This design comes from an exercise in tuning for small area on the open sky130 flow, not from production work. Function was checked by simulation only, so behaviour that the tests miss may differ from the original. Power and IR drop assume default switching activity.

## before
==> module lcd_init, before the edit <==
module lcd_init (
    input clk,
    input nrst,
    input sw0,
    input btn0,
    input btn1,
    input btn2,
    input btn3,
    output reg [3:0] data,
    output reg rs,
    output wire rw,
    output wire en
);
    localparam [9:0]  M_U4  = 10'h38f, V_U4  = 10'h089;
    localparam [9:0]  M_M1  = 10'h3ff, V_M1  = 10'h247;
    localparam [9:0]  M_NL  = 10'h3dd, V_NL  = 10'h044;
    localparam [20:0] M_M6  = 21'h0043ff, V_M6  = 21'h0043cd;
    localparam [20:0] M_M30 = 21'h0307f7, V_M30 = 21'h010336;
    localparam [20:0] M_S2  = 21'h1ffffd, V_S2  = 21'h1dac59;
    localparam [5:0] K_START = 6'd6, K_S1 = 6'd7, K_NL = 6'd28, K_S2 = 6'd40;
    localparam [5:0] K_X14 = 6'd20, K_X24 = 6'd30;
    localparam [5:0] K_DONE = 6'd43, K_BR1 = 6'd54, K_PR = 6'd49, K_PL = 6'd52, K_PT = 6'd57;
    localparam [1:0] PH_L = 2'b00, PH_H = 2'b01, PH_X = 2'b11, PH_P = 2'b10;
    reg [5:0]  k;
    reg [1:0]  ph;
    reg [9:0]  lo;
    reg [10:0] hi;
    assign rw = 1'b0;
    assign en = (ph == PH_H);
    wire [3:0] rom;
    assign rom[0] = (k[4] & ~k[3] & k[2] & ~k[0]) | (k[4] & ~k[1] & ~k[0]) | (k[5] & ~k[0]) | (~k[5] & k[3] & ~k[2] & ~k[1]) | (~k[4] & ~k[3] & k[2] & k[1] & k[0]);
    assign rom[1] = (~k[5] & ~k[4] & ~k[3] & k[0]) | (~k[5] & ~k[4] & ~k[2]) | (k[4] & k[2] & ~k[1] & ~k[0]) | (k[5] & ~k[1] & ~k[0]) | (k[4] & ~k[2] & k[1] & ~k[0]);
    assign rom[2] = (k[4] & k[3] & k[0]) | (~k[3] & k[2] & ~k[1]) | (k[5] & ~k[3] & k[0]) | (k[4] & ~k[3] & k[2]) | (k[4] & ~k[3] & k[1] & ~k[0]);
    assign rom[3] = (k[4] & k[3] & k[2] & ~k[1]) | (k[4] & ~k[3] & k[2] & ~k[0]) | (~k[4] & k[3] & k[2] & ~k[0]);
    wire tm = (k[5] & k[4]) | (k[5] & k[3] & k[1] & k[0]);
    wire pend_t = (~k[1]);
    wire br1_t = (k[2] & k[1]);
    wire dec_p = (k[2]);
    wire tog_p = (k[3]);
    wire has_x = (k[5] & k[3] & ~k[1] & ~k[0]) | (k[5] & k[3] & k[1] & k[0]) | (k[4] & k[3] & k[2] & ~k[0]) | (k[4] & k[2] & ~k[1] & ~k[0]);
    wire start_p = (~k[5] & ~k[4] & ~k[3] & ~k[0]);
    wire s1_p = (~k[5] & ~k[4] & ~k[3] & k[0]);
    wire x_start = (~k[4] & ~k[3]);
    wire x_nl = (k[4] & k[3] & ~k[1]);
    wire x_s2 = (k[5]);
    wire pend = tm & pend_t;
    wire idle = tm & (ph == PH_X);
    wire [6:0] addr = hi[6:0];
    wire b0p = hi[7];
    wire b2p = hi[8];
    wire b3p = hi[9];
    wire shown = hi[10];
    wire mv_r = !btn2 && b2p;
    wire mv_l = !btn3 && b3p;
    wire mv_t = !btn0 && b0p;
    wire mv   = sw0 && (mv_r || mv_l || mv_t);
    wire hit_u4  = ((lo & M_U4) == V_U4);
    wire hit_m1  = ((lo & M_M1) == V_M1);
    wire hit_nl  = ((lo & M_NL) == V_NL);
    wire hit_m6  = (({hi, lo} & M_M6) == V_M6);
    wire hit_m30 = (({hi, lo} & M_M30) == V_M30);
    wire hit_s2  = (({hi, lo} & M_S2) == V_S2);
    reg adv;
    always @* begin
        case (ph)
            PH_L: adv = hit_u4;
            PH_H: adv = hit_m1;
            PH_P: adv = start_p ? hit_m30 : s1_p ? hit_m6 : hit_u4;
            default: begin
                if (tm)           adv = mv;
                else if (x_start) adv = 1'b1;
                else if (x_nl)    adv = hit_nl;
                else if (x_s2)    adv = hit_s2;
                else              adv = hit_u4;
            end
        endcase
    end
    wire [5:0] kstep;
    assign kstep[0] = ~k[0];
    assign kstep[1] = k[1] ^ k[0];
    assign kstep[2] = k[2] ^ (k[1] & k[0]);
    assign kstep[3] = k[3] ^ (k[2] & k[1] & k[0]);
    assign kstep[4] = k[4] ^ (k[3] & k[2] & k[1] & k[0]);
    assign kstep[5] = k[5] ^ (k[4] & k[3] & k[2] & k[1] & k[0]);
    always @(posedge clk or negedge nrst) begin
        if (!nrst) begin
            k  <= K_START;
            ph <= PH_X;
            rs <= 1'b0;
        end else if (adv) begin
            ph[1] <= ph[0];
            ph[0] <= ~ph[1] & (~ph[0] | has_x);
            case (ph)
                PH_L, PH_H: ;
                PH_X: begin
                    if (tm)
                        k <= mv_r ? K_PR : mv_l ? K_PL : K_PT;
                    else if (!x_start)
                        rs <= ~rs;
                end
                default: begin
                    if (tm)
                        k <= pend_t ? K_BR1 : K_DONE;
                    else
                        k <= kstep;
                end
            endcase
        end
    end
    wire clr = adv | idle | hit_m1;
    always @(posedge clk) begin
        lo[0] <= ~(clr | (lo[9] ^ ~lo[6]));
        lo[9:1] <= ~(lo[8:0] | {9{clr}});
    end
    wire dec = dec_p;
    wire tog = tog_p;
    wire [5:0] col = addr[5:0];
    wire [5:0] y = col ^ {6{dec}};
    wire [5:0] t;
    assign t[0] = 1'b1;
    assign t[1] = y[0];
    assign t[2] = y[0] & y[1];
    assign t[3] = y[0] & y[1] & y[2];
    assign t[4] = y[0] & y[1] & y[2] & y[3];
    assign t[5] = y[0] & y[1] & y[2] & y[3] & y[4];
    wire wrap = dec ? (t[5] & y[5]) : (col[5] & col[2] & col[1] & col[0]);
    wire [5:0] col_n = tog ? col : wrap ? (dec ? 6'd39 : 6'd0) : (col ^ t);
    wire line_n = addr[6] ^ (tog | wrap);
    always @(posedge clk) begin
        if (tm) begin
            if (idle && sw0) begin
                hi[7] <= btn0 | (b0p & (mv_r | mv_l));
                hi[8] <= btn2 & (b2p | ~btn0);
                hi[9] <= b3p ? (btn3 | mv_r) : (btn3 & ~btn0 & ~btn2);
            end
            if (adv && pend) begin
                hi[6:0] <= {line_n, col_n};
                hi[10] <= 1'b1;
            end
        end else if (adv) begin
            hi <= 11'd0;
        end else if (hit_m1) begin
            hi <= {hi[9:0], ~(hi[10] ^ hi[8])};
        end
    end
    always @* begin
        if (tm)
            data = br1_t ? addr[3:0] : {shown, addr[6:4]};
        else
            data = rom;
    end
endmodule
export LEC_CHECK = 0
export CAP_MARGIN = 20
export CORE_MARGIN = 2
export CORE_UTILIZATION = 40
export SLEW_MARGIN = 20
create_clock -name core_clock -period 10.0 [get_ports {clk}]
standard.sh (not shown) runs the stock make flow with config.mk's settings and CLKGATE_MAP_FILE= SYNTH_SCRIPT=/design/flow/synth_recipe.tcl, a recipe that flattens the netlist after the stock synthesis.
==> flow/flow/run.sh <==
#!/bin/bash
# The standard layout (standard.sh) with three changes:
#  - Yosys's ABC mapping step uses an area-oriented script (flow/area.abc)
#    instead of ORFS's speed script; the rest of the synthesis, registers
#    included, is the standard synthesis (synth_recipe.tcl);
#  - ports are buffered with buf_1;
#  - clock tree synthesis uses clkbuf_4 and no dummy loads.
# make's output goes to flow.log; each step's log is under orfs/logs/.
set -euo pipefail
W=$PWD
{
  cat <<'TCL'
proc abc {args} {
  set i [lsearch -exact $args -script]
  if {$i >= 0} { lset args [expr {$i + 1}] $::env(AREA_ABC_SCRIPT) }
  yosys abc {*}$args
}
TCL
  cat "$W/synth_recipe.tcl"
} > "$W/area_synth.tcl"
sed -E "s#SYNTH_SCRIPT=[^ ]*synth_recipe\.tcl'?#SYNTH_SCRIPT=$W/area_synth.tcl#" "$W/standard.sh" > "$W/area_standard.sh"
grep -q "SYNTH_SCRIPT=$W/area_synth.tcl" "$W/area_standard.sh"
export AREA_ABC_SCRIPT="$W/flow/area.abc"
bash "$W/area_standard.sh" \
  "BUFFER_PORTS_ARGS=-buffer_cell sky130_fd_sc_hd__buf_1" \
  "CTS_ARGS=-sink_clustering_enable -repair_clock_nets -dont_use_dummy_load -buf_list sky130_fd_sc_hd__clkbuf_4" \
  finish > "$W/flow.log" 2>&1
==> flow/flow/area.abc <==
strash
balance -l; resub -K 6 -l; rewrite -l; resub -K 6 -N 2 -l; refactor -l; resub -K 8 -l; balance -l; resub -K 8 -N 2 -l; rewrite -l; resub -K 10 -l; rewrite -z -l; resub -K 10 -N 2 -l; balance -l; resub -K 12 -l; refactor -z -l; resub -K 12 -N 2 -l; rewrite -z -l; balance -l
dch -f
amap -m
topo
before closes out successfully: all stages finished, all timing, DRC and antenna checks passed.
--- input diff before..after ---
--- a/flow/design.v
+++ b/flow/design.v
@@ -124,7 +124,7 @@
     assign t[3] = y[0] & y[1] & y[2];
     assign t[4] = y[0] & y[1] & y[2] & y[3];
     assign t[5] = y[0] & y[1] & y[2] & y[3] & y[4];
-    wire wrap = dec ? (t[5] & y[5]) : (col[5] & col[2] & col[1] & col[0]);
+    wire wrap = dec ? (t[5] & y[5]) : (col == 6'd39);
     wire [5:0] col_n = tog ? col : wrap ? (dec ? 6'd39 : 6'd0) : (col ^ t);
     wire line_n = addr[6] ^ (tog | wrap);
     always @(posedge clk) begin
@@ -146,7 +146,7 @@
     end
     always @* begin
         if (tm)
-            data = br1_t ? addr[3:0] : {shown, addr[6:4]};
+            data = br1_t ? addr[3:0] : shown ? {1'b1, addr[6:4]} : 4'h0;
         else
             data = rom;
     end
Findings:
On global-route wire length before repair, after tracks before almost exactly.
From before to after the numbers moved as follows: number of tap instances ~0 delta, simple-gate share of the synthesized area has increased, number of cells on the critical path moved up, worst hold margin ~0 delta, worst slew slack as a fraction of its limit higher.
There was hardly any difference in share of power burned in the clock network between before and after.
Diff after..before | global-route usage | negligible
after vs. before: final area increased by about 1.1% relative to the old numbers; footprint of the multi-input gates increased by 1.6% relative to the old numbers; number of placed instances with taps included increased by 3.5% relative to the old numbers.

[separate check: timing with driven ports]
The results above use ideal ports. As a check the final layouts listed here were re-extracted and re-timed, cells and wires unchanged. Step 1 sets driving cells, clkbuf_16 on the clock port and buf_2 on the other inputs (assumed; they add their load-dependent delay and slew). Step 2 adds t to the input delays and takes it off the output delays; t is the mean of the earliest and latest rising clock arrival at the registers after step 1. Input paths then give back, and output paths get back, about the clock's delay inside the block. Slacks: no drivers / after step 1 / after step 2; pairs: no drivers / after step 1.
run | shift t [ns] | slack for setup (ns) | worst hold slack (ns)
before | 0.343 | 5.371 / 5.345 / 5.555 | 0.458 / 0.458 / 0.458
after | 0.353 | 5.536 / 5.513 / 5.588 | 0.456 / 0.456 / 0.456
After both steps every run listed still meets setup and hold.
